Context: an optimization exercise on an open-source flow, tuned for small area, a short achievable clock period and few clock cycles per item. The choices shown serve that exercise and are no tape-out recipe.
Only simulation tests tie the RTL to the original design; equivalence was not proved.

== lane 4 ==
Design mult, start of the top module:
module mult #(
    parameter int INPUT_WIDTH = 32,
    parameter bit IS_SIGNED   = 1'b0
) (
    input logic aclk,
    input logic arst_n,
    input  logic [              1:0] in_tvalid,
    output logic [              1:0] in_tready,
    input  logic [2*INPUT_WIDTH-1:0] in_tdata,
    output logic                     out_tvalid,
    input  logic                     out_tready,
    output logic [2*INPUT_WIDTH-1:0] out_tdata
);
For scale: ~140 I/O pins.
==> flow/config.mk <==
export PLATFORM = sky130hd
export DESIGN_NAME = mult
export DESIGN_NICKNAME = mult
export VERILOG_FILES = /design/flow/design.v
export SDC_FILE = /design/flow/constraint.sdc
export NUM_CORES = 4
export LEC_CHECK = 0
export ABC_AREA = 0
export CAP_MARGIN = 20
export CORE_MARGIN = 2
export CORE_UTILIZATION = 45
export PLACE_DENSITY = 0.65
export SLEW_MARGIN = 20
export SYNTH_HIERARCHICAL = 1
==> flow/constraint.sdc <==
create_clock -name core_clock -period 11.0 [get_ports {aclk}]
set_input_delay 2.2000 -clock core_clock [delete_from_list [all_inputs] [get_ports {aclk}]]
set_output_delay 2.2000 -clock core_clock [all_outputs]
set_load 0.01 [all_outputs]
standard.sh (not shown) runs the stock make flow with config.mk's settings and CLKGATE_MAP_FILE= SYNTH_SCRIPT=/design/flow/synth_recipe.tcl, a recipe that flattens the netlist after the stock synthesis.
==> flow/flow/run.sh <==
#!/bin/bash
# The standard layout with four changes to how it is made:
#  - flow/downsize.tcl (before floorplan) sets every combinational cell to the
#    smallest drive strength of its function; the repair steps size up what
#    the placed loads and timing need,
#  - buffers that synthesis inserted are removed at floorplan (the repair
#    steps buffer the placed nets instead),
#  - the port buffers start as buf_1 (repair sizes them up where needed),
#  - the timing repair keeps SETUP_SLACK_MARGIN ns of setup slack, so it
#    aims below the clock period.
# make's output goes to flow_make.log; each ORFS step logs under orfs/logs.
set -euo pipefail
here=$(pwd)
bash standard.sh SETUP_SLACK_MARGIN=6.15 REMOVE_ABC_BUFFERS=1 \
  "BUFFER_PORTS_ARGS=-buffer_cell sky130_fd_sc_hd__buf_1" \
  PRE_FLOORPLAN_TCL="$here/flow/downsize.tcl" finish > flow_make.log 2>&1
==> flow/flow/downsize.tcl <==
# Before floorplan: give every combinational cell the smallest drive strength
# of its function, so that repair_design and repair_timing size up only the
# cells that the placed design's loads and timing need. Registers, clock
# buffers, tie cells and physical cells are left as synthesis made them.
set dont_use {}
if {[info exists ::env(DONT_USE_CELLS)]} { set dont_use $::env(DONT_USE_CELLS) }
set db [ord::get_db]
set smallest [dict create]
foreach lib [$db getLibs] {
  foreach m [$lib getMasters] {
    set n [$m getName]
    if {![regexp {^(sky130_fd_sc_hd__[a-z0-9]+)_([0-9]+)$} $n -> base drv]} { continue }
    set skip 0
    foreach pat $dont_use { if {[string match $pat $n]} { set skip 1 } }
    if {$skip} { continue }
    set area [expr {[$m getWidth] * [$m getHeight]}]
    if {![dict exists $smallest $base] || $area < [lindex [dict get $smallest $base] 1]} {
      dict set smallest $base [list $m $area]
    }
  }
}
set swapped 0
foreach inst [[ord::get_db_block] getInsts] {
  set m [$inst getMaster]
  set n [$m getName]
  if {![regexp {^(sky130_fd_sc_hd__([a-z0-9]+))_([0-9]+)$} $n -> base short drv]} { continue }
  if {[regexp {^(df|edf|sdf|dl|clk|conb|tap|fill|decap|diode|lpflow)} $short]} { continue }
  if {![dict exists $smallest $base]} { continue }
  set new [lindex [dict get $smallest $base] 0]
  if {$new ne $m && [$new getName] ne $n} {
    if {[$inst swapMaster $new]} { incr swapped }
  }
}
puts "downsize: $swapped cells set to their smallest drive strength"
Testbench counts of lane 4, summed over its fixed seeds: cycles 3,216, items 3,200.
[inputs] lane 5 vs lane 4
# lane 4
export LEC_CHECK = 0
export ABC_AREA = 0
export CAP_MARGIN = 20
export CORE_MARGIN = 2
export CORE_UTILIZATION = 45
export PLACE_DENSITY = 0.65
export SLEW_MARGIN = 20
export SYNTH_HIERARCHICAL = 1
create_clock -name core_clock -period 11.0 [get_ports {aclk}]
# lane 5
export LEC_CHECK = 0
export ABC_AREA = 0
export CAP_MARGIN = 20
export CORE_MARGIN = 2
export CORE_UTILIZATION = 55
export PLACE_DENSITY = 0.7
export SLEW_MARGIN = 20
export SYNTH_HIERARCHICAL = 1
create_clock -name core_clock -period 11.0 [get_ports {aclk}]
-- flow/flow/run.sh --
<<< lane 4, line 13
here=$(pwd)
bash standard.sh SETUP_SLACK_MARGIN=6.15 REMOVE_ABC_BUFFERS=1 \
  "BUFFER_PORTS_ARGS=-buffer_cell sky130_fd_sc_hd__buf_1" \
>>> lane 5, line 13
here=$(pwd)
bash standard.sh SETUP_SLACK_MARGIN=5.8 REMOVE_ABC_BUFFERS=1 \
  "BUFFER_PORTS_ARGS=-buffer_cell sky130_fd_sc_hd__buf_1" \
--- outcome ---
- Summary of lane 5 over lane 4: final setup slack of the worst path went down 0.26 ns; final worst-path cycle share went up 2.3 points.
- Higher first-iteration DRC count was reported by lane 5, not lane 4.
- Lane 5 did not stop at any stage, and its layout met the timing, DRC and antenna checks.
- Lane 5 against lane 4: minimum period implied by the final worst setup slack picked up an extra 0.26 ns.

## what the ideal ports hide
Ports are ideal in the flow. The routed layouts listed here were re-timed in OpenROAD.
Step 1 sets driving cells, clkbuf_16 on the clock port and buf_2 on the other inputs (assumed; they add their load-dependent delay and slew).
Step 2 moves the port delays by t, midway between the first and last clock arrival at a register: inputs arrive t later, outputs are due t later. That takes back most of the time a late clock gives input paths.
a / b / c = ideal ports / drivers / drivers and shift; a / b = the first two.
| run | t, ns | slack for setup (ns) | latest minus earliest clock arrival (ns) |
|---|---|---|---|
| lane 4 | 0.544 | 6.187 / 6.140 / 6.162 | 0.018 / 0.017 |
| lane 5 | 0.554 | 5.929 / 5.867 / 5.935 | 0.017 / 0.017 |
After both steps setup and hold are still met in every run listed. For lane 4, which loses most, drivers alone change the setup slack by -0.047 ns; drivers and shift together by -0.025 ns.
